What follows belongs to an exercise in optimizing a design on an open flow for small area; a production flow would make more cautious choices. Function was checked by simulation only, so behaviour that the tests miss may differ from the original. Power is estimated from default activity; no workload was simulated.

**config.mk**
```make
export PLATFORM = sky130hd
export DESIGN_NAME = conv2D_int16
export DESIGN_NICKNAME = conv2D_int16
export VERILOG_FILES = /design/flow/design.v
export SDC_FILE = /design/flow/constraint.sdc
export NUM_CORES = 4
export LEC_CHECK = 0
export CAP_MARGIN = 20
export CORE_MARGIN = 2
export CORE_UTILIZATION = 45
export CTS_BUF_LIST = sky130_fd_sc_hd__clkbuf_8
export CTS_CLUSTER_DIAMETER = 60
export CTS_CLUSTER_SIZE = 14
export GPL_TIMING_DRIVEN = 1
export PLACE_DENSITY = 0.6
export SLEW_MARGIN = 20
export SYNTH_HIERARCHICAL = 1
export SYNTH_MINIMUM_KEEP_SIZE = 0
```
**constraint.sdc**
```tcl
create_clock -name core_clock -period 16.0 [get_ports {S_AXIS_ACLK}]
set_input_delay 3.2000 -clock core_clock [delete_from_list [all_inputs] [get_ports {S_AXIS_ACLK}]]
set_output_delay 3.2000 -clock core_clock [all_outputs]
set_load 0.01 [all_outputs]
```
**design.v**
```verilog
`timescale 1ns / 1ps
module conv2D_int16(
    input wire  M_AXIS_ACLK,
    input wire  M_AXIS_ARESETN,
    input wire  S_AXIS_ACLK,
    input wire  S_AXIS_ARESETN,
    output wire  M_AXIS_TVALID,
    output wire [15:0] M_AXIS_TDATA,
    output wire [1:0] M_AXIS_TKEEP,
    output wire  M_AXIS_TLAST,
    input wire  M_AXIS_TREADY,
    output wire  S_AXIS_TREADY,
    input wire [15:0] S_AXIS_TDATA,
    input wire [1:0] S_AXIS_TKEEP,
    input wire  S_AXIS_TLAST,
    input wire  S_AXIS_TVALID
    );
    localparam IDLE = 3'b000, FILTER = 3'b001, DRAIN = 3'b010, STREAM = 3'b011,
               FILL0 = 3'b100, FILL3 = 3'b111;
    reg [2:0] state;
    reg [2:0] row;       
    wire RX = M_AXIS_TREADY && S_AXIS_TVALID;
    wire s_load   = state[2:1] == 2'b00;                 
    wire s_idle   = state == IDLE;
    wire s_fill   = state[2];
    wire s_stream = state == STREAM;
    wire s_drain  = state == DRAIN;
    wire ph0 = row[0];
    wire ph1 = row[1];
    wire ph2 = row[2];
    wire take = (s_fill || s_stream) && RX;          
    wire pad  = s_drain && !ph2;                     
    wire adv  = take || pad;                         
    assign S_AXIS_TREADY = M_AXIS_TREADY;
    assign M_AXIS_TKEEP  = 2'b11;
    assign M_AXIS_TLAST  = s_drain;
    assign M_AXIS_TVALID = ph2 && (s_drain || (s_stream && S_AXIS_TVALID));
    reg [15:0] f [0:8];
    integer i;
    always @(posedge S_AXIS_ACLK) begin
        if (s_load && RX) begin
            f[0] <= S_AXIS_TDATA;
            for (i = 1; i < 9; i = i + 1) f[i] <= f[i-1];
        end
    end
    wire [15:0] ncA = ~(({16{ph0}} & f[2]) | ({16{ph1}} & f[5]) | ({16{ph2}} & f[8]));  
    wire [15:0] ncB = ~(({16{ph0}} & f[1]) | ({16{ph1}} & f[4]) | ({16{ph2}} & f[7]));  
    wire [15:0] ncC = ~(({16{ph0}} & f[0]) | ({16{ph1}} & f[3]) | ({16{ph2}} & f[6]));  
    wire [15:0] x = S_AXIS_TDATA;
    wire [16:0] xe = {x, 1'b0};
    wire [7:0] one, two, neg;
    genvar k;
    generate for (k = 0; k < 8; k = k + 1) begin : enc
        assign one[k] = take & (xe[2*k] ^ xe[2*k+1]);
        assign two[k] = take & ((xe[2*k+2] & ~xe[2*k+1] & ~xe[2*k]) | (~xe[2*k+2] & xe[2*k+1] & xe[2*k]));
        assign neg[k] = xe[2*k+2];
    end endgenerate
    wire negpar = ^neg;    
    wire [7:0] none = ~one, ntwo = ~two;
    reg [15:0] O, P0, P1, P2;
    wire [15:0] sA, sB, sC;
    mac16 mA (.none(none), .ntwo(ntwo), .neg(neg), .negpar(negpar), .nc(ncA), .acc(P0), .y(sA));
    mac16 mB (.none(none), .ntwo(ntwo), .neg(neg), .negpar(negpar), .nc(ncB), .acc(P1), .y(sB));
    mac16 mC (.none(none), .ntwo(ntwo), .neg(neg), .negpar(negpar), .nc(ncC), .acc(P2), .y(sC));
    wire shift = adv && ph0;
    always @(posedge S_AXIS_ACLK) begin
        if (shift) O <= sA;
        P0 <= shift ? sB : sA;
        P1 <= shift ? sC : sB;
        P2 <= shift ? 16'd0 : sC;
    end
    assign M_AXIS_TDATA = O;
    always @(posedge S_AXIS_ACLK) begin
        if (!S_AXIS_ARESETN) begin
            state <= IDLE;
            row   <= 3'b001;
        end else begin
            if (adv) row <= {row[1:0], row[2]};   
            if (s_fill) begin
                if (RX && ph2) state <= {1'b1, state[1] ^ state[0], !state[0]};   
                if (RX && ph0 && state == FILL3) state <= STREAM;
            end else begin
                case (state)
                    IDLE: begin
                        if (RX) state <= FILTER;
                        else row <= 3'b001;
                    end
                    FILTER: if (RX && S_AXIS_TLAST) state <= FILL0;
                    STREAM: if (RX && S_AXIS_TLAST) state <= DRAIN;
                    DRAIN: if (ph2 && M_AXIS_TREADY) state <= IDLE;
                    default: state <= IDLE;
                endcase
            end
        end
    end
endmodule
module mac16(input wire [7:0] none, input wire [7:0] ntwo, input wire [7:0] neg, input wire negpar, input wire [15:0] nc, input wire [15:0] acc, output wire [15:0] y);
wire p1;
wire p2;
wire p3;
wire p4;
wire p5;
wire p6;
wire p7;
wire p8;
wire p9;
wire p10;
wire p11;
wire p12;
wire p13;
wire p14;
wire p15;
wire p16;
wire p17;
wire p18;
wire p19;
wire p20;
wire p21;
wire p22;
wire p23;
wire p24;
wire p25;
wire p26;
wire p27;
wire p28;
wire p29;
wire p30;
wire p31;
wire p32;
wire p33;
wire p34;
wire p35;
wire p36;
wire p37;
wire p38;
wire p39;
wire p40;
wire p41;
wire p42;
wire p43;
wire p44;
wire p45;
wire p46;
wire p47;
wire p48;
wire p49;
wire p50;
wire p51;
wire p52;
wire p53;
wire p54;
wire p55;
wire p56;
wire p57;
wire p58;
wire p59;
wire p60;
wire p61;
wire p62;
wire p63;
wire p64;
wire p65;
wire p66;
wire p67;
wire p68;
wire p69;
wire p70;
wire p71;
wire p72;
wire s73;
wire k74;
wire s75;
wire k76;
wire s77;
wire k78;
wire s79;
wire k80;
wire s81;
wire k82;
wire s83;
wire k84;
wire s85;
wire k86;
wire s87;
wire k88;
wire s89;
wire k90;
wire s91;
wire k92;
wire s93;
wire k94;
wire s95;
wire k96;
wire s97;
wire k98;
wire s99;
wire k100;
wire s101;
wire k102;
wire s103;
wire k104;
wire s105;
wire k106;
wire s107;
wire k108;
wire s109;
wire k110;
wire s111;
wire k112;
wire s113;
wire k114;
wire s115;
wire k116;
wire s117;
wire k118;
wire s119;
wire k120;
wire s121;
wire k122;
wire s123;
wire k124;
wire s125;
wire k126;
wire s127;
wire k128;
wire s129;
wire k130;
wire s131;
wire k132;
wire s133;
wire k134;
wire s135;
wire k136;
wire s137;
wire k138;
wire s139;
wire k140;
wire s141;
wire k142;
wire s143;
wire k144;
wire s145;
wire k146;
wire s147;
wire k148;
wire s149;
wire k150;
wire s151;
wire k152;
wire s153;
wire k154;
wire s155;
wire k156;
wire s157;
wire k158;
wire s159;
wire k160;
wire s161;
wire k162;
wire s163;
wire k164;
wire s165;
wire k166;
wire s167;
wire k168;
wire s169;
wire k170;
wire s171;
wire k172;
wire s173;
wire k174;
wire s175;
wire k176;
wire s177;
wire k178;
wire s179;
wire k180;
wire s181;
wire k182;
wire s183;
wire k184;
wire s185;
wire k186;
wire s187;
wire k188;
wire s189;
wire k190;
wire s191;
wire k192;
wire s193;
wire k194;
wire s195;
wire k196;
wire s197;
wire k198;
wire s199;
wire k200;
wire s201;
wire s202;
wire s203;
wire s204;
wire s205;
wire s206;
wire s207;
wire s208;
wire s209;
assign p1 = ~(nc[0] | none[0]) ^ neg[0];
assign p2 = ~((nc[1] | none[0]) & (nc[0] | ntwo[0])) ^ neg[0];
assign p3 = ~((nc[2] | none[0]) & (nc[1] | ntwo[0])) ^ neg[0];
assign p4 = ~((nc[3] | none[0]) & (nc[2] | ntwo[0])) ^ neg[0];
assign p5 = ~((nc[4] | none[0]) & (nc[3] | ntwo[0])) ^ neg[0];
assign p6 = ~((nc[5] | none[0]) & (nc[4] | ntwo[0])) ^ neg[0];
assign p7 = ~((nc[6] | none[0]) & (nc[5] | ntwo[0])) ^ neg[0];
assign p8 = ~((nc[7] | none[0]) & (nc[6] | ntwo[0])) ^ neg[0];
assign p9 = ~((nc[8] | none[0]) & (nc[7] | ntwo[0])) ^ neg[0];
assign p10 = ~((nc[9] | none[0]) & (nc[8] | ntwo[0])) ^ neg[0];
assign p11 = ~((nc[10] | none[0]) & (nc[9] | ntwo[0])) ^ neg[0];
assign p12 = ~((nc[11] | none[0]) & (nc[10] | ntwo[0])) ^ neg[0];
assign p13 = ~((nc[12] | none[0]) & (nc[11] | ntwo[0])) ^ neg[0];
assign p14 = ~((nc[13] | none[0]) & (nc[12] | ntwo[0])) ^ neg[0];
assign p15 = ~((nc[14] | none[0]) & (nc[13] | ntwo[0])) ^ neg[0];
assign p16 = ~((nc[15] | none[0]) & (nc[14] | ntwo[0]));
assign p17 = ~(nc[0] | none[1]) ^ neg[1];
assign p18 = ~((nc[1] | none[1]) & (nc[0] | ntwo[1])) ^ neg[1];
assign p19 = ~((nc[2] | none[1]) & (nc[1] | ntwo[1])) ^ neg[1];
assign p20 = ~((nc[3] | none[1]) & (nc[2] | ntwo[1])) ^ neg[1];
assign p21 = ~((nc[4] | none[1]) & (nc[3] | ntwo[1])) ^ neg[1];
assign p22 = ~((nc[5] | none[1]) & (nc[4] | ntwo[1])) ^ neg[1];
assign p23 = ~((nc[6] | none[1]) & (nc[5] | ntwo[1])) ^ neg[1];
assign p24 = ~((nc[7] | none[1]) & (nc[6] | ntwo[1])) ^ neg[1];
assign p25 = ~((nc[8] | none[1]) & (nc[7] | ntwo[1])) ^ neg[1];
assign p26 = ~((nc[9] | none[1]) & (nc[8] | ntwo[1])) ^ neg[1];
assign p27 = ~((nc[10] | none[1]) & (nc[9] | ntwo[1])) ^ neg[1];
assign p28 = ~((nc[11] | none[1]) & (nc[10] | ntwo[1])) ^ neg[1];
assign p29 = ~((nc[12] | none[1]) & (nc[11] | ntwo[1])) ^ neg[1];
assign p30 = ~((nc[13] | none[1]) & (nc[12] | ntwo[1]));
assign p31 = ~(nc[0] | none[2]) ^ neg[2];
assign p32 = ~((nc[1] | none[2]) & (nc[0] | ntwo[2])) ^ neg[2];
assign p33 = ~((nc[2] | none[2]) & (nc[1] | ntwo[2])) ^ neg[2];
assign p34 = ~((nc[3] | none[2]) & (nc[2] | ntwo[2])) ^ neg[2];
assign p35 = ~((nc[4] | none[2]) & (nc[3] | ntwo[2])) ^ neg[2];
assign p36 = ~((nc[5] | none[2]) & (nc[4] | ntwo[2])) ^ neg[2];
assign p37 = ~((nc[6] | none[2]) & (nc[5] | ntwo[2])) ^ neg[2];
assign p38 = ~((nc[7] | none[2]) & (nc[6] | ntwo[2])) ^ neg[2];
assign p39 = ~((nc[8] | none[2]) & (nc[7] | ntwo[2])) ^ neg[2];
assign p40 = ~((nc[9] | none[2]) & (nc[8] | ntwo[2])) ^ neg[2];
assign p41 = ~((nc[10] | none[2]) & (nc[9] | ntwo[2])) ^ neg[2];
assign p42 = ~((nc[11] | none[2]) & (nc[10] | ntwo[2]));
assign p43 = ~(nc[0] | none[3]) ^ neg[3];
assign p44 = ~((nc[1] | none[3]) & (nc[0] | ntwo[3])) ^ neg[3];
assign p45 = ~((nc[2] | none[3]) & (nc[1] | ntwo[3])) ^ neg[3];
assign p46 = ~((nc[3] | none[3]) & (nc[2] | ntwo[3])) ^ neg[3];
assign p47 = ~((nc[4] | none[3]) & (nc[3] | ntwo[3])) ^ neg[3];
assign p48 = ~((nc[5] | none[3]) & (nc[4] | ntwo[3])) ^ neg[3];
assign p49 = ~((nc[6] | none[3]) & (nc[5] | ntwo[3])) ^ neg[3];
assign p50 = ~((nc[7] | none[3]) & (nc[6] | ntwo[3])) ^ neg[3];
assign p51 = ~((nc[8] | none[3]) & (nc[7] | ntwo[3])) ^ neg[3];
assign p52 = ~((nc[9] | none[3]) & (nc[8] | ntwo[3]));
assign p53 = ~(nc[0] | none[4]) ^ neg[4];
assign p54 = ~((nc[1] | none[4]) & (nc[0] | ntwo[4])) ^ neg[4];
assign p55 = ~((nc[2] | none[4]) & (nc[1] | ntwo[4])) ^ neg[4];
assign p56 = ~((nc[3] | none[4]) & (nc[2] | ntwo[4])) ^ neg[4];
assign p57 = ~((nc[4] | none[4]) & (nc[3] | ntwo[4])) ^ neg[4];
assign p58 = ~((nc[5] | none[4]) & (nc[4] | ntwo[4])) ^ neg[4];
assign p59 = ~((nc[6] | none[4]) & (nc[5] | ntwo[4])) ^ neg[4];
assign p60 = ~((nc[7] | none[4]) & (nc[6] | ntwo[4]));
assign p61 = ~(nc[0] | none[5]) ^ neg[5];
assign p62 = ~((nc[1] | none[5]) & (nc[0] | ntwo[5])) ^ neg[5];
assign p63 = ~((nc[2] | none[5]) & (nc[1] | ntwo[5])) ^ neg[5];
assign p64 = ~((nc[3] | none[5]) & (nc[2] | ntwo[5])) ^ neg[5];
assign p65 = ~((nc[4] | none[5]) & (nc[3] | ntwo[5])) ^ neg[5];
assign p66 = ~((nc[5] | none[5]) & (nc[4] | ntwo[5]));
assign p67 = ~(nc[0] | none[6]) ^ neg[6];
assign p68 = ~((nc[1] | none[6]) & (nc[0] | ntwo[6])) ^ neg[6];
assign p69 = ~((nc[2] | none[6]) & (nc[1] | ntwo[6])) ^ neg[6];
assign p70 = ~((nc[3] | none[6]) & (nc[2] | ntwo[6]));
assign p71 = ~(nc[0] | none[7]) ^ neg[7];
assign p72 = ~((nc[1] | none[7]) & (nc[0] | ntwo[7]));
fa_cell us73 (.a(acc[0]), .b(neg[0]), .c(p1), .s(s73), .co(k74));
fa_cell us75 (.a(acc[1]), .b(p2), .c(k74), .s(s75), .co(k76));
fa_cell us77 (.a(acc[2]), .b(neg[1]), .c(p3), .s(s77), .co(k78));
fa_cell us79 (.a(p17), .b(s77), .c(k76), .s(s79), .co(k80));
fa_cell us81 (.a(acc[3]), .b(p4), .c(p18), .s(s81), .co(k82));
fa_cell us83 (.a(k78), .b(s81), .c(k80), .s(s83), .co(k84));
fa_cell us85 (.a(acc[4]), .b(neg[2]), .c(p5), .s(s85), .co(k86));
fa_cell us87 (.a(p19), .b(p31), .c(k82), .s(s87), .co(k88));
fa_cell us89 (.a(s85), .b(s87), .c(k84), .s(s89), .co(k90));
fa_cell us91 (.a(acc[5]), .b(p6), .c(p20), .s(s91), .co(k92));
fa_cell us93 (.a(p32), .b(k86), .c(s91), .s(s93), .co(k94));
fa_cell us95 (.a(k88), .b(s93), .c(k90), .s(s95), .co(k96));
fa_cell us97 (.a(acc[6]), .b(neg[3]), .c(p7), .s(s97), .co(k98));
fa_cell us99 (.a(p21), .b(p33), .c(p43), .s(s99), .co(k100));
fa_cell us101 (.a(k92), .b(s97), .c(s99), .s(s101), .co(k102));
fa_cell us103 (.a(k94), .b(s101), .c(k96), .s(s103), .co(k104));
fa_cell us105 (.a(acc[7]), .b(p8), .c(p22), .s(s105), .co(k106));
fa_cell us107 (.a(p34), .b(p44), .c(k98), .s(s107), .co(k108));
fa_cell us109 (.a(k100), .b(s105), .c(k102), .s(s109), .co(k110));
fa_cell us111 (.a(s107), .b(s109), .c(k104), .s(s111), .co(k112));
fa_cell us113 (.a(acc[8]), .b(neg[4]), .c(p9), .s(s113), .co(k114));
fa_cell us115 (.a(p23), .b(p35), .c(p45), .s(s115), .co(k116));
fa_cell us117 (.a(p53), .b(k106), .c(s113), .s(s117), .co(k118));
fa_cell us119 (.a(s115), .b(k108), .c(s117), .s(s119), .co(k120));
fa_cell us121 (.a(k110), .b(s119), .c(k112), .s(s121), .co(k122));
fa_cell us123 (.a(acc[9]), .b(p10), .c(p24), .s(s123), .co(k124));
fa_cell us125 (.a(p36), .b(p46), .c(p54), .s(s125), .co(k126));
fa_cell us127 (.a(k114), .b(k116), .c(s123), .s(s127), .co(k128));
fa_cell us129 (.a(s125), .b(k118), .c(s127), .s(s129), .co(k130));
fa_cell us131 (.a(k120), .b(s129), .c(k122), .s(s131), .co(k132));
fa_cell us133 (.a(acc[10]), .b(neg[5]), .c(p11), .s(s133), .co(k134));
fa_cell us135 (.a(p25), .b(p37), .c(p47), .s(s135), .co(k136));
fa_cell us137 (.a(p55), .b(p61), .c(k124), .s(s137), .co(k138));
fa_cell us139 (.a(k126), .b(s133), .c(s135), .s(s139), .co(k140));
fa_cell us141 (.a(k128), .b(s137), .c(s139), .s(s141), .co(k142));
fa_cell us143 (.a(k130), .b(s141), .c(k132), .s(s143), .co(k144));
fa_cell us145 (.a(acc[11]), .b(p12), .c(p26), .s(s145), .co(k146));
fa_cell us147 (.a(p38), .b(p48), .c(p56), .s(s147), .co(k148));
fa_cell us149 (.a(p62), .b(k134), .c(k136), .s(s149), .co(k150));
fa_cell us151 (.a(s145), .b(s147), .c(k138), .s(s151), .co(k152));
fa_cell us153 (.a(k140), .b(s149), .c(s151), .s(s153), .co(k154));
fa_cell us155 (.a(k142), .b(s153), .c(k144), .s(s155), .co(k156));
fa_cell us157 (.a(acc[12]), .b(neg[6]), .c(p13), .s(s157), .co(k158));
fa_cell us159 (.a(p27), .b(p39), .c(p49), .s(s159), .co(k160));
fa_cell us161 (.a(p57), .b(p63), .c(p67), .s(s161), .co(k162));
fa_cell us163 (.a(k146), .b(k148), .c(s157), .s(s163), .co(k164));
fa_cell us165 (.a(s159), .b(s161), .c(k150), .s(s165), .co(k166));
fa_cell us167 (.a(s163), .b(k152), .c(s165), .s(s167), .co(k168));
fa_cell us169 (.a(k154), .b(s167), .c(k156), .s(s169), .co(k170));
fa_cell us171 (.a(acc[13]), .b(p14), .c(p28), .s(s171), .co(k172));
fa_cell us173 (.a(p40), .b(p50), .c(p58), .s(s173), .co(k174));
fa_cell us175 (.a(p64), .b(p68), .c(k158), .s(s175), .co(k176));
fa_cell us177 (.a(k160), .b(k162), .c(s171), .s(s177), .co(k178));
fa_cell us179 (.a(s173), .b(k164), .c(s175), .s(s179), .co(k180));
fa_cell us181 (.a(s177), .b(k166), .c(s179), .s(s181), .co(k182));
fa_cell us183 (.a(k168), .b(s181), .c(k170), .s(s183), .co(k184));
fa_cell us185 (.a(acc[14]), .b(neg[7]), .c(p15), .s(s185), .co(k186));
fa_cell us187 (.a(p29), .b(p41), .c(p51), .s(s187), .co(k188));
fa_cell us189 (.a(p59), .b(p65), .c(p69), .s(s189), .co(k190));
fa_cell us191 (.a(p71), .b(k172), .c(k174), .s(s191), .co(k192));
fa_cell us193 (.a(s185), .b(s187), .c(s189), .s(s193), .co(k194));
fa_cell us195 (.a(k176), .b(k178), .c(s191), .s(s195), .co(k196));
fa_cell us197 (.a(s193), .b(k180), .c(s195), .s(s197), .co(k198));
fa_cell us199 (.a(k182), .b(s197), .c(k184), .s(s199), .co(k200));
assign s201 = acc[15] ^ negpar ^ p16;
assign s202 = p30 ^ p42 ^ p52;
assign s203 = p60 ^ p66 ^ p70;
assign s204 = p72 ^ k186 ^ k188;
assign s205 = k190 ^ s201 ^ s202;
assign s206 = s203 ^ k192 ^ k194;
assign s207 = s204 ^ s205 ^ k196;
assign s208 = s206 ^ k198 ^ s207;
assign s209 = s208 ^ k200;
assign y = {s209, s199, s183, s169, s155, s143, s131, s121, s111, s103, s95, s89, s83, s79, s75, s73};
endmodule
module fa_cell(input wire a, input wire b, input wire c, output wire s, output wire co);
assign s = a ^ b ^ c;
assign co = (a & b) | (a & c) | (b & c);
endmodule
module ha_cell(input wire a, input wire b, output wire s, output wire co);
assign s = a ^ b;
assign co = a & b;
endmodule
```
**flow/run.sh**
```bash
#!/bin/bash
set -euo pipefail
here=$(pwd)
bash standard.sh \
  "POST_FLOORPLAN_TCL=$here/flow/downsize.tcl" \
  "BUFFER_PORTS_ARGS=-buffer_cell sky130_fd_sc_hd__buf_1" \
  "CTS_ARGS=-sink_clustering_enable -repair_clock_nets -sink_clustering_size 14 -sink_clustering_max_diameter 100 -buf_list sky130_fd_sc_hd__clkbuf_8 -dont_use_dummy_load" \
  finish > standard.log 2>&1
```
**flow/downsize.tcl**
```tcl
# POST_FLOORPLAN hook: every logic cell that synthesis mapped to a larger
# drive strength is set back to the smallest cell of its family (same
# function and pins); among equally small cells the strongest is taken.
# The placement and routing steps that follow upsize or buffer again
# wherever slew, capacitance or timing need it.
set downsize_map {
  sky130_fd_sc_hd__a2111o_2 sky130_fd_sc_hd__a2111o_1
  sky130_fd_sc_hd__a2111o_4 sky130_fd_sc_hd__a2111o_1
  sky130_fd_sc_hd__a2111oi_1 sky130_fd_sc_hd__a2111oi_0
  sky130_fd_sc_hd__a2111oi_2 sky130_fd_sc_hd__a2111oi_0
  sky130_fd_sc_hd__a2111oi_4 sky130_fd_sc_hd__a2111oi_0
  sky130_fd_sc_hd__a211o_2 sky130_fd_sc_hd__a211o_1
  sky130_fd_sc_hd__a211o_4 sky130_fd_sc_hd__a211o_1
  sky130_fd_sc_hd__a211oi_2 sky130_fd_sc_hd__a211oi_1
  sky130_fd_sc_hd__a211oi_4 sky130_fd_sc_hd__a211oi_1
  sky130_fd_sc_hd__a21bo_1 sky130_fd_sc_hd__a21bo_2
  sky130_fd_sc_hd__a21bo_4 sky130_fd_sc_hd__a21bo_2
  sky130_fd_sc_hd__a21boi_0 sky130_fd_sc_hd__a21boi_1
  sky130_fd_sc_hd__a21boi_2 sky130_fd_sc_hd__a21boi_1
  sky130_fd_sc_hd__a21boi_4 sky130_fd_sc_hd__a21boi_1
  sky130_fd_sc_hd__a21o_2 sky130_fd_sc_hd__a21o_1
  sky130_fd_sc_hd__a21o_4 sky130_fd_sc_hd__a21o_1
  sky130_fd_sc_hd__a21oi_2 sky130_fd_sc_hd__a21oi_1
  sky130_fd_sc_hd__a21oi_4 sky130_fd_sc_hd__a21oi_1
  sky130_fd_sc_hd__a221o_2 sky130_fd_sc_hd__a221o_1
  sky130_fd_sc_hd__a221o_4 sky130_fd_sc_hd__a221o_1
  sky130_fd_sc_hd__a221oi_2 sky130_fd_sc_hd__a221oi_1
  sky130_fd_sc_hd__a221oi_4 sky130_fd_sc_hd__a221oi_1
  sky130_fd_sc_hd__a22o_2 sky130_fd_sc_hd__a22o_1
  sky130_fd_sc_hd__a22o_4 sky130_fd_sc_hd__a22o_1
  sky130_fd_sc_hd__a22oi_2 sky130_fd_sc_hd__a22oi_1
  sky130_fd_sc_hd__a22oi_4 sky130_fd_sc_hd__a22oi_1
  sky130_fd_sc_hd__a2bb2o_2 sky130_fd_sc_hd__a2bb2o_1
  sky130_fd_sc_hd__a2bb2o_4 sky130_fd_sc_hd__a2bb2o_1
  sky130_fd_sc_hd__a2bb2oi_2 sky130_fd_sc_hd__a2bb2oi_1
  sky130_fd_sc_hd__a2bb2oi_4 sky130_fd_sc_hd__a2bb2oi_1
  sky130_fd_sc_hd__a311o_2 sky130_fd_sc_hd__a311o_1
  sky130_fd_sc_hd__a311o_4 sky130_fd_sc_hd__a311o_1
  sky130_fd_sc_hd__a311oi_2 sky130_fd_sc_hd__a311oi_1
  sky130_fd_sc_hd__a311oi_4 sky130_fd_sc_hd__a311oi_1
  sky130_fd_sc_hd__a31o_1 sky130_fd_sc_hd__a31o_2
  sky130_fd_sc_hd__a31o_4 sky130_fd_sc_hd__a31o_2
  sky130_fd_sc_hd__a31oi_2 sky130_fd_sc_hd__a31oi_1
  sky130_fd_sc_hd__a31oi_4 sky130_fd_sc_hd__a31oi_1
  sky130_fd_sc_hd__a32o_2 sky130_fd_sc_hd__a32o_1
  sky130_fd_sc_hd__a32o_4 sky130_fd_sc_hd__a32o_1
  sky130_fd_sc_hd__a32oi_2 sky130_fd_sc_hd__a32oi_1
  sky130_fd_sc_hd__a32oi_4 sky130_fd_sc_hd__a32oi_1
  sky130_fd_sc_hd__a41o_2 sky130_fd_sc_hd__a41o_1
  sky130_fd_sc_hd__a41o_4 sky130_fd_sc_hd__a41o_1
  sky130_fd_sc_hd__a41oi_2 sky130_fd_sc_hd__a41oi_1
  sky130_fd_sc_hd__a41oi_4 sky130_fd_sc_hd__a41oi_1
  sky130_fd_sc_hd__and2_0 sky130_fd_sc_hd__and2_1
  sky130_fd_sc_hd__and2_2 sky130_fd_sc_hd__and2_1
  sky130_fd_sc_hd__and2_4 sky130_fd_sc_hd__and2_1
  sky130_fd_sc_hd__and2b_2 sky130_fd_sc_hd__and2b_1
  sky130_fd_sc_hd__and2b_4 sky130_fd_sc_hd__and2b_1
  sky130_fd_sc_hd__and3_2 sky130_fd_sc_hd__and3_1
  sky130_fd_sc_hd__and3_4 sky130_fd_sc_hd__and3_1
  sky130_fd_sc_hd__and3b_2 sky130_fd_sc_hd__and3b_1
  sky130_fd_sc_hd__and3b_4 sky130_fd_sc_hd__and3b_1
  sky130_fd_sc_hd__and4_2 sky130_fd_sc_hd__and4_1
  sky130_fd_sc_hd__and4_4 sky130_fd_sc_hd__and4_1
  sky130_fd_sc_hd__and4b_2 sky130_fd_sc_hd__and4b_1
  sky130_fd_sc_hd__and4b_4 sky130_fd_sc_hd__and4b_1
  sky130_fd_sc_hd__and4bb_1 sky130_fd_sc_hd__and4bb_2
  sky130_fd_sc_hd__and4bb_4 sky130_fd_sc_hd__and4bb_2
  sky130_fd_sc_hd__dfbbn_2 sky130_fd_sc_hd__dfbbn_1
  sky130_fd_sc_hd__dfrbp_2 sky130_fd_sc_hd__dfrbp_1
  sky130_fd_sc_hd__dfrtp_2 sky130_fd_sc_hd__dfrtp_1
  sky130_fd_sc_hd__dfrtp_4 sky130_fd_sc_hd__dfrtp_1
  sky130_fd_sc_hd__dfsbp_2 sky130_fd_sc_hd__dfsbp_1
  sky130_fd_sc_hd__dfstp_1 sky130_fd_sc_hd__dfstp_2
  sky130_fd_sc_hd__dfstp_4 sky130_fd_sc_hd__dfstp_2
  sky130_fd_sc_hd__dfxbp_2 sky130_fd_sc_hd__dfxbp_1
  sky130_fd_sc_hd__dfxtp_2 sky130_fd_sc_hd__dfxtp_1
  sky130_fd_sc_hd__dfxtp_4 sky130_fd_sc_hd__dfxtp_1
  sky130_fd_sc_hd__dlrbn_2 sky130_fd_sc_hd__dlrbn_1
  sky130_fd_sc_hd__dlrbp_2 sky130_fd_sc_hd__dlrbp_1
  sky130_fd_sc_hd__dlrtn_1 sky130_fd_sc_hd__dlrtn_2
  sky130_fd_sc_hd__dlrtn_4 sky130_fd_sc_hd__dlrtn_2
  sky130_fd_sc_hd__dlrtp_2 sky130_fd_sc_hd__dlrtp_1
  sky130_fd_sc_hd__dlrtp_4 sky130_fd_sc_hd__dlrtp_1
  sky130_fd_sc_hd__dlxbn_2 sky130_fd_sc_hd__dlxbn_1
  sky130_fd_sc_hd__dlxtn_2 sky130_fd_sc_hd__dlxtn_1
  sky130_fd_sc_hd__dlxtn_4 sky130_fd_sc_hd__dlxtn_1
  sky130_fd_sc_hd__fa_2 sky130_fd_sc_hd__fa_1
  sky130_fd_sc_hd__fa_4 sky130_fd_sc_hd__fa_1
  sky130_fd_sc_hd__ha_2 sky130_fd_sc_hd__ha_1
  sky130_fd_sc_hd__ha_4 sky130_fd_sc_hd__ha_1
  sky130_fd_sc_hd__maj3_2 sky130_fd_sc_hd__maj3_1
  sky130_fd_sc_hd__maj3_4 sky130_fd_sc_hd__maj3_1
  sky130_fd_sc_hd__mux2_1 sky130_fd_sc_hd__mux2_2
  sky130_fd_sc_hd__mux2_4 sky130_fd_sc_hd__mux2_2
  sky130_fd_sc_hd__mux2_8 sky130_fd_sc_hd__mux2_2
  sky130_fd_sc_hd__mux2i_2 sky130_fd_sc_hd__mux2i_1
  sky130_fd_sc_hd__mux2i_4 sky130_fd_sc_hd__mux2i_1
  sky130_fd_sc_hd__mux4_1 sky130_fd_sc_hd__mux4_2
  sky130_fd_sc_hd__mux4_4 sky130_fd_sc_hd__mux4_2
  sky130_fd_sc_hd__nand2_2 sky130_fd_sc_hd__nand2_1
  sky130_fd_sc_hd__nand2_4 sky130_fd_sc_hd__nand2_1
  sky130_fd_sc_hd__nand2_8 sky130_fd_sc_hd__nand2_1
  sky130_fd_sc_hd__nand2b_2 sky130_fd_sc_hd__nand2b_1
  sky130_fd_sc_hd__nand2b_4 sky130_fd_sc_hd__nand2b_1
  sky130_fd_sc_hd__nand3_2 sky130_fd_sc_hd__nand3_1
  sky130_fd_sc_hd__nand3_4 sky130_fd_sc_hd__nand3_1
  sky130_fd_sc_hd__nand3b_2 sky130_fd_sc_hd__nand3b_1
  sky130_fd_sc_hd__nand3b_4 sky130_fd_sc_hd__nand3b_1
  sky130_fd_sc_hd__nand4_2 sky130_fd_sc_hd__nand4_1
  sky130_fd_sc_hd__nand4_4 sky130_fd_sc_hd__nand4_1
  sky130_fd_sc_hd__nand4b_2 sky130_fd_sc_hd__nand4b_1
  sky130_fd_sc_hd__nand4b_4 sky130_fd_sc_hd__nand4b_1
  sky130_fd_sc_hd__nand4bb_2 sky130_fd_sc_hd__nand4bb_1
  sky130_fd_sc_hd__nand4bb_4 sky130_fd_sc_hd__nand4bb_1
  sky130_fd_sc_hd__nor2_2 sky130_fd_sc_hd__nor2_1
  sky130_fd_sc_hd__nor2_4 sky130_fd_sc_hd__nor2_1
  sky130_fd_sc_hd__nor2_8 sky130_fd_sc_hd__nor2_1
  sky130_fd_sc_hd__nor2b_2 sky130_fd_sc_hd__nor2b_1
  sky130_fd_sc_hd__nor2b_4 sky130_fd_sc_hd__nor2b_1
  sky130_fd_sc_hd__nor3_2 sky130_fd_sc_hd__nor3_1
  sky130_fd_sc_hd__nor3_4 sky130_fd_sc_hd__nor3_1
  sky130_fd_sc_hd__nor3b_2 sky130_fd_sc_hd__nor3b_1
  sky130_fd_sc_hd__nor3b_4 sky130_fd_sc_hd__nor3b_1
  sky130_fd_sc_hd__nor4_2 sky130_fd_sc_hd__nor4_1
  sky130_fd_sc_hd__nor4_4 sky130_fd_sc_hd__nor4_1
  sky130_fd_sc_hd__nor4b_2 sky130_fd_sc_hd__nor4b_1
  sky130_fd_sc_hd__nor4b_4 sky130_fd_sc_hd__nor4b_1
  sky130_fd_sc_hd__nor4bb_2 sky130_fd_sc_hd__nor4bb_1
  sky130_fd_sc_hd__nor4bb_4 sky130_fd_sc_hd__nor4bb_1
  sky130_fd_sc_hd__o2111a_2 sky130_fd_sc_hd__o2111a_1
  sky130_fd_sc_hd__o2111a_4 sky130_fd_sc_hd__o2111a_1
  sky130_fd_sc_hd__o2111ai_2 sky130_fd_sc_hd__o2111ai_1
  sky130_fd_sc_hd__o2111ai_4 sky130_fd_sc_hd__o2111ai_1
  sky130_fd_sc_hd__o211a_1 sky130_fd_sc_hd__o211a_2
  sky130_fd_sc_hd__o211a_4 sky130_fd_sc_hd__o211a_2
  sky130_fd_sc_hd__o211ai_2 sky130_fd_sc_hd__o211ai_1
  sky130_fd_sc_hd__o211ai_4 sky130_fd_sc_hd__o211ai_1
  sky130_fd_sc_hd__o21a_2 sky130_fd_sc_hd__o21a_1
  sky130_fd_sc_hd__o21a_4 sky130_fd_sc_hd__o21a_1
  sky130_fd_sc_hd__o21ai_0 sky130_fd_sc_hd__o21ai_1
  sky130_fd_sc_hd__o21ai_2 sky130_fd_sc_hd__o21ai_1
  sky130_fd_sc_hd__o21ai_4 sky130_fd_sc_hd__o21ai_1
  sky130_fd_sc_hd__o21ba_1 sky130_fd_sc_hd__o21ba_2
  sky130_fd_sc_hd__o21ba_4 sky130_fd_sc_hd__o21ba_2
  sky130_fd_sc_hd__o21bai_2 sky130_fd_sc_hd__o21bai_1
  sky130_fd_sc_hd__o21bai_4 sky130_fd_sc_hd__o21bai_1
  sky130_fd_sc_hd__o221a_1 sky130_fd_sc_hd__o221a_2
  sky130_fd_sc_hd__o221a_4 sky130_fd_sc_hd__o221a_2
  sky130_fd_sc_hd__o221ai_2 sky130_fd_sc_hd__o221ai_1
  sky130_fd_sc_hd__o221ai_4 sky130_fd_sc_hd__o221ai_1
  sky130_fd_sc_hd__o22a_2 sky130_fd_sc_hd__o22a_1
  sky130_fd_sc_hd__o22a_4 sky130_fd_sc_hd__o22a_1
  sky130_fd_sc_hd__o22ai_2 sky130_fd_sc_hd__o22ai_1
  sky130_fd_sc_hd__o22ai_4 sky130_fd_sc_hd__o22ai_1
  sky130_fd_sc_hd__o2bb2a_2 sky130_fd_sc_hd__o2bb2a_1
  sky130_fd_sc_hd__o2bb2a_4 sky130_fd_sc_hd__o2bb2a_1
  sky130_fd_sc_hd__o2bb2ai_2 sky130_fd_sc_hd__o2bb2ai_1
  sky130_fd_sc_hd__o2bb2ai_4 sky130_fd_sc_hd__o2bb2ai_1
  sky130_fd_sc_hd__o311a_2 sky130_fd_sc_hd__o311a_1
  sky130_fd_sc_hd__o311a_4 sky130_fd_sc_hd__o311a_1
  sky130_fd_sc_hd__o311ai_0 sky130_fd_sc_hd__o311ai_1
  sky130_fd_sc_hd__o311ai_2 sky130_fd_sc_hd__o311ai_1
  sky130_fd_sc_hd__o311ai_4 sky130_fd_sc_hd__o311ai_1
  sky130_fd_sc_hd__o31a_2 sky130_fd_sc_hd__o31a_1
  sky130_fd_sc_hd__o31a_4 sky130_fd_sc_hd__o31a_1
  sky130_fd_sc_hd__o31ai_2 sky130_fd_sc_hd__o31ai_1
  sky130_fd_sc_hd__o31ai_4 sky130_fd_sc_hd__o31ai_1
  sky130_fd_sc_hd__o32a_2 sky130_fd_sc_hd__o32a_1
  sky130_fd_sc_hd__o32a_4 sky130_fd_sc_hd__o32a_1
  sky130_fd_sc_hd__o32ai_2 sky130_fd_sc_hd__o32ai_1
  sky130_fd_sc_hd__o32ai_4 sky130_fd_sc_hd__o32ai_1
  sky130_fd_sc_hd__o41a_2 sky130_fd_sc_hd__o41a_1
  sky130_fd_sc_hd__o41a_4 sky130_fd_sc_hd__o41a_1
  sky130_fd_sc_hd__o41ai_2 sky130_fd_sc_hd__o41ai_1
  sky130_fd_sc_hd__o41ai_4 sky130_fd_sc_hd__o41ai_1
  sky130_fd_sc_hd__or2_0 sky130_fd_sc_hd__or2_2
  sky130_fd_sc_hd__or2_1 sky130_fd_sc_hd__or2_2
  sky130_fd_sc_hd__or2_4 sky130_fd_sc_hd__or2_2
  sky130_fd_sc_hd__or2b_2 sky130_fd_sc_hd__or2b_1
  sky130_fd_sc_hd__or2b_4 sky130_fd_sc_hd__or2b_1
  sky130_fd_sc_hd__or3_2 sky130_fd_sc_hd__or3_1
  sky130_fd_sc_hd__or3_4 sky130_fd_sc_hd__or3_1
  sky130_fd_sc_hd__or3b_1 sky130_fd_sc_hd__or3b_2
  sky130_fd_sc_hd__or3b_4 sky130_fd_sc_hd__or3b_2
  sky130_fd_sc_hd__or4_2 sky130_fd_sc_hd__or4_1
  sky130_fd_sc_hd__or4_4 sky130_fd_sc_hd__or4_1
  sky130_fd_sc_hd__or4b_1 sky130_fd_sc_hd__or4b_2
  sky130_fd_sc_hd__or4b_4 sky130_fd_sc_hd__or4b_2
  sky130_fd_sc_hd__or4bb_2 sky130_fd_sc_hd__or4bb_1
  sky130_fd_sc_hd__or4bb_4 sky130_fd_sc_hd__or4bb_1
  sky130_fd_sc_hd__sdfbbn_2 sky130_fd_sc_hd__sdfbbn_1
  sky130_fd_sc_hd__sdfrbp_2 sky130_fd_sc_hd__sdfrbp_1
  sky130_fd_sc_hd__sdfrtp_2 sky130_fd_sc_hd__sdfrtp_1
  sky130_fd_sc_hd__sdfrtp_4 sky130_fd_sc_hd__sdfrtp_1
  sky130_fd_sc_hd__sdfsbp_2 sky130_fd_sc_hd__sdfsbp_1
  sky130_fd_sc_hd__sdfstp_2 sky130_fd_sc_hd__sdfstp_1
  sky130_fd_sc_hd__sdfstp_4 sky130_fd_sc_hd__sdfstp_1
  sky130_fd_sc_hd__sdfxbp_2 sky130_fd_sc_hd__sdfxbp_1
  sky130_fd_sc_hd__sdfxtp_2 sky130_fd_sc_hd__sdfxtp_1
  sky130_fd_sc_hd__sdfxtp_4 sky130_fd_sc_hd__sdfxtp_1
  sky130_fd_sc_hd__sedfxbp_2 sky130_fd_sc_hd__sedfxbp_1
  sky130_fd_sc_hd__sedfxtp_2 sky130_fd_sc_hd__sedfxtp_1
  sky130_fd_sc_hd__sedfxtp_4 sky130_fd_sc_hd__sedfxtp_1
  sky130_fd_sc_hd__xnor2_2 sky130_fd_sc_hd__xnor2_1
  sky130_fd_sc_hd__xnor2_4 sky130_fd_sc_hd__xnor2_1
  sky130_fd_sc_hd__xnor3_2 sky130_fd_sc_hd__xnor3_1
  sky130_fd_sc_hd__xnor3_4 sky130_fd_sc_hd__xnor3_1
  sky130_fd_sc_hd__xor2_2 sky130_fd_sc_hd__xor2_1
  sky130_fd_sc_hd__xor2_4 sky130_fd_sc_hd__xor2_1
  sky130_fd_sc_hd__xor3_2 sky130_fd_sc_hd__xor3_1
  sky130_fd_sc_hd__xor3_4 sky130_fd_sc_hd__xor3_1
}
set n_down 0
foreach inst [get_cells *] {
  set master [get_property $inst ref_name]
  if { [dict exists $downsize_map $master] } {
    set target [dict get $downsize_map $master]
    replace_cell $inst [get_lib_cells */$target]
    incr n_down
  }
}
puts "downsize: replaced $n_down cells"
```
**standard.sh**
```bash
#!/bin/bash
# synth_recipe.tcl (not shown) runs the flow's synth.tcl, then flattens the netlist and writes it again
# the make line also repeats each setting of config.mk as NAME=value (left out here)
make -C /OpenROAD-flow-scripts/flow DESIGN_CONFIG=/design/flow/config.mk WORK_HOME=/design/flow/orfs CLKGATE_MAP_FILE= SYNTH_SCRIPT=/design/flow/synth_recipe.tcl "${@:-finish}"
```
==> results.cfg, run 1 <==
[clocking]
clkTransAtPathRegs_ps = 120
cts_hold_buf = 0
cts_resized = 0
cts_made_buffers = 19
clk_latency_ps = 560
root_buffer = clkbuf_8
post_cts_buffers = 0
ctsLongestPathBuffers = 3
htreeDepth = 1
cts_tree = yes
cts_sinks = 214

[cells_and_area]
num-fill-cells = 3092
post-route-cell-area_sq_um = 16200
final_cells = 1626
syn2layout_area_growth_pct = 3.58
drive_gt1_share_pct = 10.6
nets = 1394
antenna_cells = 0

[grt]
grt.overflow.total = 0
grt_max_degree = 78
grt_pass1_vias = 10800
grt_use_total_pct = 22.6
antenna_found_initial = 0
grt_first_pass_wirelength_mm = 62.8

[route]
vias = 9898
avgRoutedWirePerCell_microns = 24.3
vias_per_cell = 6.09
drt_iter0_drc = 1190
drt-total-wl_mm = 39.6
remaining_drc_errors = 0
drtPass1Iterations = 9
antenna_left = 0

[yosys]
ys_seq_area_share_pct = 37.7
syn_inst = 1214
syn-cell-area_sq_um = 15600
postSynthAreaPerCell_sq_um = 12.9
synth_edf_count = 160
synth-async-reset-ratio_pct = 0
synthFlopType = edfxtp_1
ys_types = 43
yosys_warnings = 8
ys_ff_latch = 214

[sta]
worst_slack_ps = 4280
rsz0062_at_grt = no
finalCritPeriodShare_pct = 73.3
finalSetupViolCount = 0
slew_headroom_pct = 32.7
fmax_ghz = 0.0853
post-route-min-period_ps = 11720
drv_slew = 0
fin_skew_ps = 55.8
fin_tns_setup_ps = 0
tightestPinTransition_ps = 1010
hold_violations = 0

[floorplan]
core_sq_um = 34400
start_util_pct = 45.4
rows = 68
die_w_microns = 190
dieHeight_microns = 190
die_area_sq_um = 36200
num_io_pins = 46

[setup_path]
r2r_setup_slack_ps = 6400
critical-path-slowest-cell = o211a_2
crit_type = input pin to flip-flop
worst-path-buf-inv = 2
required_ps = 16470
critPathMostFrequentCell = fa_1
cp_max_fo = 32
ff2ff_path_depth = 26
cp_top_family = adder cells
start_kind = input pin
cp.arrival_ps = 12190
crit_path_end_kind = flip-flop
reg2reg_from = state[1]$_SDFFE_PN0P_
slowest_delay_ps = 570
worstReg2RegEnd = P0[15]$_DFF_P_

[job]
maxCapViolations = 0

[placed_design]
postPlaceCellArea_sq_um = 15900
dp_hpwl_mm = 26.5
io_buffers = 39
gp_congestion = 0.816
dpl.cell_count = 1607
place_ws_ps = 3720

[pwr]
cellPowerDensity_nw_per_um2 = 194
p_leak_uw = 0.00595
peakVddDrop_uv = 123

[outcome]
status = finished clean

[worst_hold_path]
hold_class = flip-flop to flip-flop
hold_start = f[1][0]$_DFFE_PP_
hold_end = f[2][0]$_DFFE_PP_
holdPathStages = 0
## power by group
group | internal [uW] | total (uW) | switching (uW)
clock network | 107 | 290 | 183
logic | 1050 | 2030 | 980
registers | 769 | 819 | 50.5
total | 1930 | 3140 | 1210
## stage by stage
stage | utilization [%] | power, uW | hold slack, ps
after CTS | 47.0 | 3170 | 424
after global routing | 47.0 | 3400 | 429
after floorplan | - | 2760 | 426
after detailed placement | 46.3 | 2880 | 433
final | 47.0 | 3140 | 422
after global placement | 46.3 | 2820 | 428
## synthesized netlist by cell type, types with 2 or more instances
cell	instances	share of area, %
a21oi_1	3	0.096
a222oi_1	48	3.1
and2_1	16	0.64
buf_1	10	0.24
buf_2	28	0.90
buf_4	60	2.9
clkbuf_1	61	1.5
dfxtp_1	54	6.9
edfxtp_1	160	31
fa_1	192	25
ha_1	4	0.32
inv_1	3	0.072
mux2_2	31	2.2
mux2i_1	2	0.13
nand2_1	31	0.75
nand2b_1	2	0.080
nor2_1	32	0.77
nor3b_1	2	0.096
o21ai_0	10	0.32
o221ai_1	2	0.11
o22ai_1	193	7.7
xnor2_1	36	2.0
xnor3_1	6	0.87
xor2_1	209	12
## flip-flops by register name, summed over array words and instances (netlist names)
name / flops
P1: 16
P2: 16
state: 3
f: 144
P0: 16
row: 3
O: 16
## how the worst max path moves through the flow
stage                     slack [ps]                end     startpoint  cells after the start
after floorplan                 2170  f[0][0]$_DFFE_PP_  M_AXIS_TREADY                      2
after global placement          3820     P1[15]$_DFF_P_  M_AXIS_TREADY                     26
after detailed placement        3720     P0[15]$_DFF_P_  M_AXIS_TREADY                     26
after CTS                       4320     P0[15]$_DFF_P_  M_AXIS_TREADY                     26
after global routing            3930     P0[15]$_DFF_P_  M_AXIS_TREADY                     26
final                           4280     P0[15]$_DFF_P_  M_AXIS_TREADY                     26
## per-layer routing
metal	up-vias	GRT usage (%)	routed length (microns)	share of wire, %
li1	4243	-	-	-
met1	5071	31.0	16300	41
met2	497	36.3	18600	47
met3	87	3.87	3150	8.0
met4	0	8.29	1480	3.7
met5	-	0	0	0
## per-module statistics from Yosys, one instance, submodules excluded
module	cells	copies in the design
conv2D_int16	437	1
mac16	195	3
fa_cell	1	192
## final cells by class
class                   instances  area, sq um  area share [%]
clock buffers                  19          262            1.62
inverters                       3         11.3          0.0697
multi-input cells             838         8840            54.7
flip-flops and latches        214         5890            36.4
well taps                     455          569            3.52
repair buffers                 97          592            3.66
## kinds of logic (layout without fill, tap and decap cells)
family / Yosys count / count (layout) / share of synthesized area (%)
compound gates: 264 / 264 / 11.9
mux: 34 / 34 / 2.44
flops: 214 / 214 / 37.7
fa+ha+maj: 196 / 196 / 25.0
buf+inv: 163 / 119 / 5.64
other cells: 1 / 2 / 0.0240
simple gates: 91 / 91 / 2.74
xor+xnor: 251 / 251 / 14.6
## worst register-to-register path: stages (launching register included)
cell and delay, ps:
dfxtp_1 410, ha_1 310, o211a_2 570, nand2_2 390, buf_4 380, nor2_1 230, xor2_1 110, fa_1 420
fa_1 400, fa_1 400, fa_1 400, fa_1 390, fa_1 390, fa_1 380, fa_1 390, fa_1 390
fa_1 400, fa_1 390, fa_1 390, fa_1 380, fa_1 400, fa_1 400, xor2_1 170, xnor2_1 160
xnor3_1 420, xnor3_1 230, mux2_2 270
## cell usage in the layout, fill, tap and decap left out, types with 4 or more instances in the layout
cell        n
clkbuf_2    4
ha_1        4
buf_1      33
fa_1      192
mux2_2     32
dfxtp_1    51
xor2_1    209
xnor3_1     6
xnor2_1    36
nand2_1    30
edfxtp_1  160
clkbuf_8   19
o21ai_1    10
and2_1     16
buf_4      58
o22ai_1   193
nor2_1     32
a222oi_1   48
==> run 2: changes to the inputs <==
==> flow/run.sh (replaced) <==
#!/bin/bash
set -euo pipefail
here=$(pwd)
bash standard.sh \
  "POST_FLOORPLAN_TCL=$here/flow/downsize.tcl" \
  "BUFFER_PORTS_ARGS=-buffer_cell sky130_fd_sc_hd__buf_1" \
  "CTS_ARGS=-sink_clustering_enable -repair_clock_nets -sink_clustering_size 16 -sink_clustering_max_diameter 100 -buf_list sky130_fd_sc_hd__clkbuf_8 -dont_use_dummy_load" \
  finish > standard.log 2>&1
==> run 2 against run 1 <==
Against the previous run:
- fmax is 0.43% lower
- die area stayed put
- largest power group unchanged
- hold slack better by 8.6 ps
- highest routed layer unchanged
- clock skew is 2.0 ps higher
- non-clock buffer count stayed put
- critical path type unchanged
==> results.cfg, run 2 <==
[outcome]
status = finished clean

[grt]
antenna_found_initial = 0
grt_max_degree = 78
grt_first_pass_wirelength_mm = 62.8
grt_pass1_vias = 10900
grt.overflow.total = 0
grt_use_total_pct = 22.6

[setup_path]
slowest_delay_ps = 570
crit_path_end_kind = flip-flop
cp_max_fo = 32
required_ps = 16440
critPathMostFrequentCell = fa_1
cp.arrival_ps = 12210
reg2reg_from = state[1]$_SDFFE_PN0P_
startpoint = M_AXIS_TREADY
critical-path-slowest-cell = o211a_2
cp_top_family = adder cells
crit_type = input pin to flip-flop
worst-path-buf-inv = 2
r2r_setup_slack_ps = 6300
start_kind = input pin

[sta]
rsz0062_at_grt = no
finalCritPeriodShare_pct = 73.6
drv_slew = 0
worst_slack_ps = 4230
finalSetupViolCount = 0
fmax_ghz = 0.0849
hold_violations = 0
tightestPinTransition_ps = 1020
fin_tns_setup_ps = 0
fin_skew_ps = 57.8
slew_headroom_pct = 31.8
post-route-min-period_ps = 11770

[route]
remaining_drc_errors = 0
avgRoutedWirePerCell_microns = 24.2
vias = 9969
antenna_left = 0
drt_iter0_drc = 1250
drt-total-wl_mm = 39.4
drtPass1Iterations = 7
vias_per_cell = 6.14

[yosys]
syn-cell-area_sq_um = 15600
synthMuxAreaShare_pct = 2.44
yosysMostFrequentCell = xor2_1
postSynthAreaPerCell_sq_um = 12.9
synth_top_cell_area_share_pct = 30.8
synth_largest_area_cell = edfxtp_1
synthFlopType = edfxtp_1
synth-async-reset-ratio_pct = 0
synthAdderAreaFrac_pct = 25.0
synth-simple-area-share_pct = 2.74
ys_seq_area_share_pct = 37.7
syn_inst = 1214
synth_compound_area_share_pct = 11.9
synth_common_cells = 209 x xor2_1, 193 x o22ai_1, 192 x fa_1
synth_top_family_by_area = adder cells
synth_xor_area_share_pct = 14.6
synthTopCellsByArea = edfxtp_1 31%, fa_1 25%, xor2_1 12%, o22ai_1 7.7%, dfxtp_1 6.9%
ys_ff_latch = 214
synth_edf_count = 160
yosys_warnings = 8
ys_types = 43

[job]
maxCapViolations = 0

[clocking]
root_buffer = clkbuf_8
cts_hold_buf = 0
cts_tree = yes
post_cts_buffers = 0
htreeDepth = 1
clk_latency_ps = 560
cts_resized = 0
cts_sinks = 214
cts_made_buffers = 17
ctsLongestPathBuffers = 3
clkTransAtPathRegs_ps = 100

[worst_hold_path]
hold_start = f[4][6]$_DFFE_PP_
hold_class = flip-flop to flip-flop

[cells_and_area]
nets = 1392
largest_reg_flops = 144
top_register = f
syn2layout_area_growth_pct = 3.41
num-fill-cells = 3097
drive_gt1_share_pct = 10.4
post-route-cell-area_sq_um = 16100
mostFrequentLayoutCells = 209 x xor2_1, 193 x o22ai_1, 192 x fa_1, 160 x edfxtp_1, 58 x buf_4
antenna_cells = 0
post-route-util_pct = 46.9
layout_commonest_cell = xor2_1

[floorplan]
die_area_sq_um = 36200
core_sq_um = 34400
start_util_pct = 45.4
dieHeight_microns = 190
rows = 68
die_w_microns = 190
num_io_pins = 46

[pwr]
p_leak_uw = 0.00594
peakVddDrop_uv = 123
total_power_uw = 3120
cellPowerDensity_nw_per_um2 = 194

[placed_design]
postPlaceCellArea_sq_um = 15900
io_buffers = 39
dp_hpwl_mm = 26.5
place_ws_ps = 3720
gp_congestion = 0.816
-- run 2: cell counts after synthesis --
Identical to the previous run, type by type.
-- run 2: metrics by stage --
step / hold WS [ps] / instances
after floorplan: 426 / 1215
after global placement: 428 / 1607
after detailed placement: 433 / 1607
after CTS: 440 / 1624
after global routing: 453 / 1624
final: 431 / 1624
-- run 2: cells by family after synthesis --
logic type | after synthesis
compound gates | 264
other cells | 1
fa+ha+maj | 196
mux | 34
buf+inv | 163
flops | 214
simple gates | 91
xor+xnor | 251
-- run 2: final cells by class --
class	count	area, sq um	share of cell area [%]
flip-flops and latches	214	5890	36.5
clock buffers	17	234	1.45
well taps	455	569	3.53
inverters	3	11.3	0.0698
multi-input cells	838	8840	54.8
repair buffers	97	592	3.67
-- run 2: path summary, 6_finish.rpt --
kind / cells after the start / end
max: 26 / P0[15]$_DFF_P_
min: 0 / f[5][6]$_DFFE_PP_
max reg2reg: 26 / P0[15]$_DFF_P_
min reg2reg: 0 / f[5][6]$_DFFE_PP_
-- run 2: report_power, final --
group          leakage (uW)  switching [uW]  internal [uW]  total (uW)
sequential          0.00195            50.5            768         819
combinational       0.00387             981           1050        2030
clock              0.000122             177           96.0         273
-- run 2: routing by layer --
layer	GRT usage (%)	wire (microns)
met1	30.9	16000
met2	36.5	18600
met3	3.63	3110
met4	8.44	1680
met5	0	0
-- run 2: per-module statistics from Yosys, one instance, submodules excluded --
module        cells inside  cell area (sq um)  times used  flip-flops and latches
mac16                  195               1390           3                       0
fa_cell                  1               20.0         192                       0
conv2D_int16           437               7580           1                     214
==> run 3: changes to the inputs <==
--- a/design.v
+++ b/design.v
@@ -38,8 +38,13 @@
     reg [15:0] f [0:8];
+    wire f_ld = s_load && RX;
+    wire f_hd = !f_ld;
+    wire [15:0] f_d [0:8];
+    ao22x16 fh0 (.a(S_AXIS_TDATA), .sa(f_ld), .b(f[0]), .sb(f_hd), .y(f_d[0]));
+    genvar g;
+    generate for (g = 1; g < 9; g = g + 1) begin : fh
+        ao22x16 h (.a(f[g-1]), .sa(f_ld), .b(f[g]), .sb(f_hd), .y(f_d[g]));
+    end endgenerate
     integer i;
     always @(posedge S_AXIS_ACLK) begin
-        if (s_load && RX) begin
-            f[0] <= S_AXIS_TDATA;
-            for (i = 1; i < 9; i = i + 1) f[i] <= f[i-1];
-        end
+        for (i = 0; i < 9; i = i + 1) f[i] <= f_d[i];
     end
@@ -65,6 +70,11 @@
     wire shift = adv && ph0;
+    wire stay = !shift;
+    wire [15:0] O_d, P0_d, P1_d;
+    ao22x16 hO  (.a(sA), .sa(shift), .b(O),  .sb(stay), .y(O_d));
+    ao22x16 hP0 (.a(sB), .sa(shift), .b(sA), .sb(stay), .y(P0_d));
+    ao22x16 hP1 (.a(sC), .sa(shift), .b(sB), .sb(stay), .y(P1_d));
     always @(posedge S_AXIS_ACLK) begin
-        if (shift) O <= sA;
-        P0 <= shift ? sB : sA;
-        P1 <= shift ? sC : sB;
+        O  <= O_d;
+        P0 <= P0_d;
+        P1 <= P1_d;
         P2 <= shift ? 16'd0 : sC;
@@ -96,2 +106,6 @@
 endmodule
+module ao22x16(input wire [15:0] a, input wire sa, input wire [15:0] b, input wire sb,
+               output wire [15:0] y);
+    assign y = (a & {16{sa}}) | (b & {16{sb}});
+endmodule
 module mac16(input wire [7:0] none, input wire [7:0] ntwo, input wire [7:0] neg, input wire negpar, input wire [15:0] nc, input wire [15:0] acc, output wire [15:0] y);
==> run 3 against run 2 <==
Against the previous run:
- still clean on timing, DRC and antenna
- fmax increased by 1.8%
- sequential power increased by 6.8%
- critical endpoint is now O[15]$_DFF_P_
- sequential share of layout area decreased by 9.5 points
- synthesized cell count increased by 17%
- highest routed layer unchanged
- global-route usage increased by 0.40 points
==> results.cfg, run 3 <==
[sta]
drv_slew = 0
tightestPinTransition_ps = 1020
post-route-min-period_ps = 11560
slew_headroom_pct = 31.7
fin_skew_ps = 30.1
hold_violations = 0
rsz0062_at_grt = no
finalCritPeriodShare_pct = 72.3
holdWs_ps = 471
finalSetupViolCount = 0
fin_tns_setup_ps = 0
fmax_ghz = 0.0865

[floorplan]
num_io_pins = 46
dieHeight_microns = 193
die_w_microns = 193
rows = 69
start_util_pct = 45.3
die_area_sq_um = 37100
core_sq_um = 35300

[cells_and_area]
largest_reg_flops = 144
post-route-util_pct = 45.0
final_cells = 1797
mostFrequentLayoutCells = 211 x dfxtp_1, 209 x xor2_1, 192 x a22o_1, 192 x o22ai_1, 192 x fa_1
layout_commonest_cell = dfxtp_1
top_register = f
num-fill-cells = 3307
syn2layout_area_growth_pct = -0.649
drive_gt1_share_pct = 6.89
antenna_cells = 0
nets = 1559

[clocking]
cts_hold_buf = 0
cts_tree = yes
post_cts_buffers = 0
root_buffer = clkbuf_8
clkTransAtPathRegs_ps = 110
htreeDepth = 1
clk_latency_ps = 550
cts_made_buffers = 17
cts_resized = 0
cts_sinks = 214
ctsLongestPathBuffers = 3

[pwr]
cellPowerDensity_nw_per_um2 = 213
total_power_uw = 3380
p_leak_uw = 0.00630
peakVddDrop_uv = 121

[route]
drt_iter0_drc = 1286
vias_per_cell = 6.27
antenna_left = 0
avgRoutedWirePerCell_microns = 23.3
remaining_drc_errors = 0
drtPass1Iterations = 6
vias = 11300
drt-total-wl_mm = 41.9

[setup_path]
crit_path_end_kind = flip-flop
required_ps = 16440
start_kind = input pin
crit_type = input pin to flip-flop
cp_max_fo = 22
cp.arrival_ps = 12000

[placed_design]
io_buffers = 39
dp_hpwl_mm = 27.1
gp_congestion = 0.855
dpl.cell_count = 1780

[grt]
grt_first_pass_wirelength_mm = 66.8
grt.overflow.total = 0
grt_use_met3_pct = 3.29
met1_usage_pct = 31.6
grt_use_total_pct = 23.0
top_usage_layer = met2
antenna_found_initial = 0
grt_max_degree = 105
grt_pass1_vias = 11700
grt_use_met2_pct = 37.5

[yosys]
ys_ff_latch = 214
synth_edf_count = 0
synth-async-reset-ratio_pct = 0
postSynthAreaPerCell_sq_um = 11.2
yosysMostFrequentCell = dfxtp_1
ys_types = 41
synthTopCellsByArea = dfxtp_1 27%, fa_1 24%, xor2_1 11%, o22ai_1 7.5%, a22o_1 6.6%
ys_seq_area_share_pct = 26.8
synthFlopType = dfxtp_1
syn-cell-area_sq_um = 16000
synth_largest_area_cell = dfxtp_1
syn_inst = 1423
yosys_warnings = 9
synth_common_cells = 214 x dfxtp_1, 209 x xor2_1, 192 x fa_1, 192 x o22ai_1, 120 x a22o_1
synth_top_cell_area_share_pct = 26.8

[outcome]
status = finished clean

[worst_hold_path]
hold_class = flip-flop to flip-flop

[job]
maxCapViolations = 0
-- run 3: cell count changes in the layout (fill, tap and decap cells not counted), sizes merged, moves of 2 or more --
cell    previous run  this run
a22o               0       192
buf               92        95
nand2b             2         0
edfxtp           160         0
inv                3         5
nand4              0         2
dfxtp             54       214
nor2              32        35
mux2              32         0
o211ai             2         0
-- run 3: cell families (layout without fill, tap and decap cells) --
group | count (synthesis) | in the layout | share of synthesized area, %
flip-flops | 214 | 214 | 26.8
buffers and inverters | 210 | 122 | 9.13
AND/OR/NAND/NOR | 96 | 96 | 2.84
adder cells (fa/ha/maj) | 196 | 196 | 24.3
other | 1 | 2 | 0.0234
XOR/XNOR | 251 | 251 | 14.3
AO/OA/AOI/OAI | 453 | 453 | 22.5
multiplexers | 2 | 2 | 0.125
-- run 3: power breakdown --
part	switching, uW	total, uW	internal, uW
Combinational	1090	2230	1140
Clock	183	279	96.2
Sequential	126	875	749
Total	1400	3380	1980
-- run 3: final cells by class --
cell class | count | area, sq um | area share (%)
multi-input cells | 1000 | 10200 | 63.9
inverters | 5 | 21.3 | 0.134
flip-flops and latches | 214 | 4290 | 27.0
clock buffers | 17 | 234 | 1.47
repair buffers | 100 | 614 | 3.87
well taps | 461 | 577 | 3.63
-- run 3: modules after synthesis, one instance, submodules excluded --
module        copies in the design  cell area, sq um  cells inside
ao22x16                         12               196            20
conv2D_int16                     1              5610           406
fa_cell                        192              20.0             1
mac16                            3              1390           195
-- run 3: metal layers --
metal | routed length [microns] | part of all wire [%]
met5 | 0 | 0
met1 | 17700 | 42
met2 | 20000 | 48
met3 | 2870 | 6.9
met4 | 1360 | 3.2
-- run 3: critical path, stage by stage --
cell and delay, ps:
buf_1 190, o211a_2 590, nand2_2 480, nor2_1 240
xor2_1 100, fa_1 420, fa_1 400, fa_1 390
fa_1 400, fa_1 390, fa_1 390, fa_1 390
fa_1 380, fa_1 390, fa_1 400, fa_1 390
fa_1 380, fa_1 390, fa_1 390, fa_1 400
xor2_1 220, xnor2_1 140, xnor3_1 440, xnor3_1 220
a22o_1 230
-- run 3: path summary, 6_finish.rpt --
check	start	to	slack (ps)	depth (start not counted)
worst max-delay path	M_AXIS_TREADY	O[15]$_DFF_P_	4440	25
worst min-delay path	O[0]$_DFF_P_	O[0]$_DFF_P_	470	1
worst max register to register	state[0]$_SDFFE_PN0P_	O[15]$_DFF_P_	6590	25
worst min register to register	O[0]$_DFF_P_	O[0]$_DFF_P_	470	1
-- run 3: stage by stage --
step / setup WS [ps] / instance area (sq um)
3_3_place_gp: 3930 / 15700
3_5_place_dp: 3850 / 15700
6_report: 4440 / 15900
5_1_grt: 4030 / 15900
2_1_floorplan: 4660 / 16000
4_1_cts: 4410 / 15900

[port drivers added, routing unchanged]
Ports are ideal in the flow. The routed layouts listed here were re-timed in OpenROAD. Step 1 (the two cells are an assumption about what drives the block):
set clk [get_ports {S_AXIS_ACLK}]
set_driving_cell -lib_cell sky130_fd_sc_hd__clkbuf_16 $clk
set_driving_cell -lib_cell sky130_fd_sc_hd__buf_2 [delete_from_list [all_inputs] $clk]
Step 2 also shifts input and output timing later by t, the mid clock arrival at the registers, as if the neighbouring blocks saw the same clock. a / b / c = ideal / step 1 / step 2; a / b = the first two.
| run | t (ns) | slack for setup (ns) | clock arrival spread, ns |
|---|---|---|---|
| run 1 | 0.575 | 4.277 / 4.295 / 3.721 | 0.056 / 0.055 |
| run 2 | 0.573 | 4.226 / 4.245 / 3.672 | 0.058 / 0.058 |
| run 3 | 0.585 | 4.439 / 4.465 / 3.880 | 0.030 / 0.031 |
After both steps setup and hold are still met in every run listed. For run 3, which loses most, drivers alone change the setup slack by +0.026 ns; drivers and shift together by -0.559 ns.
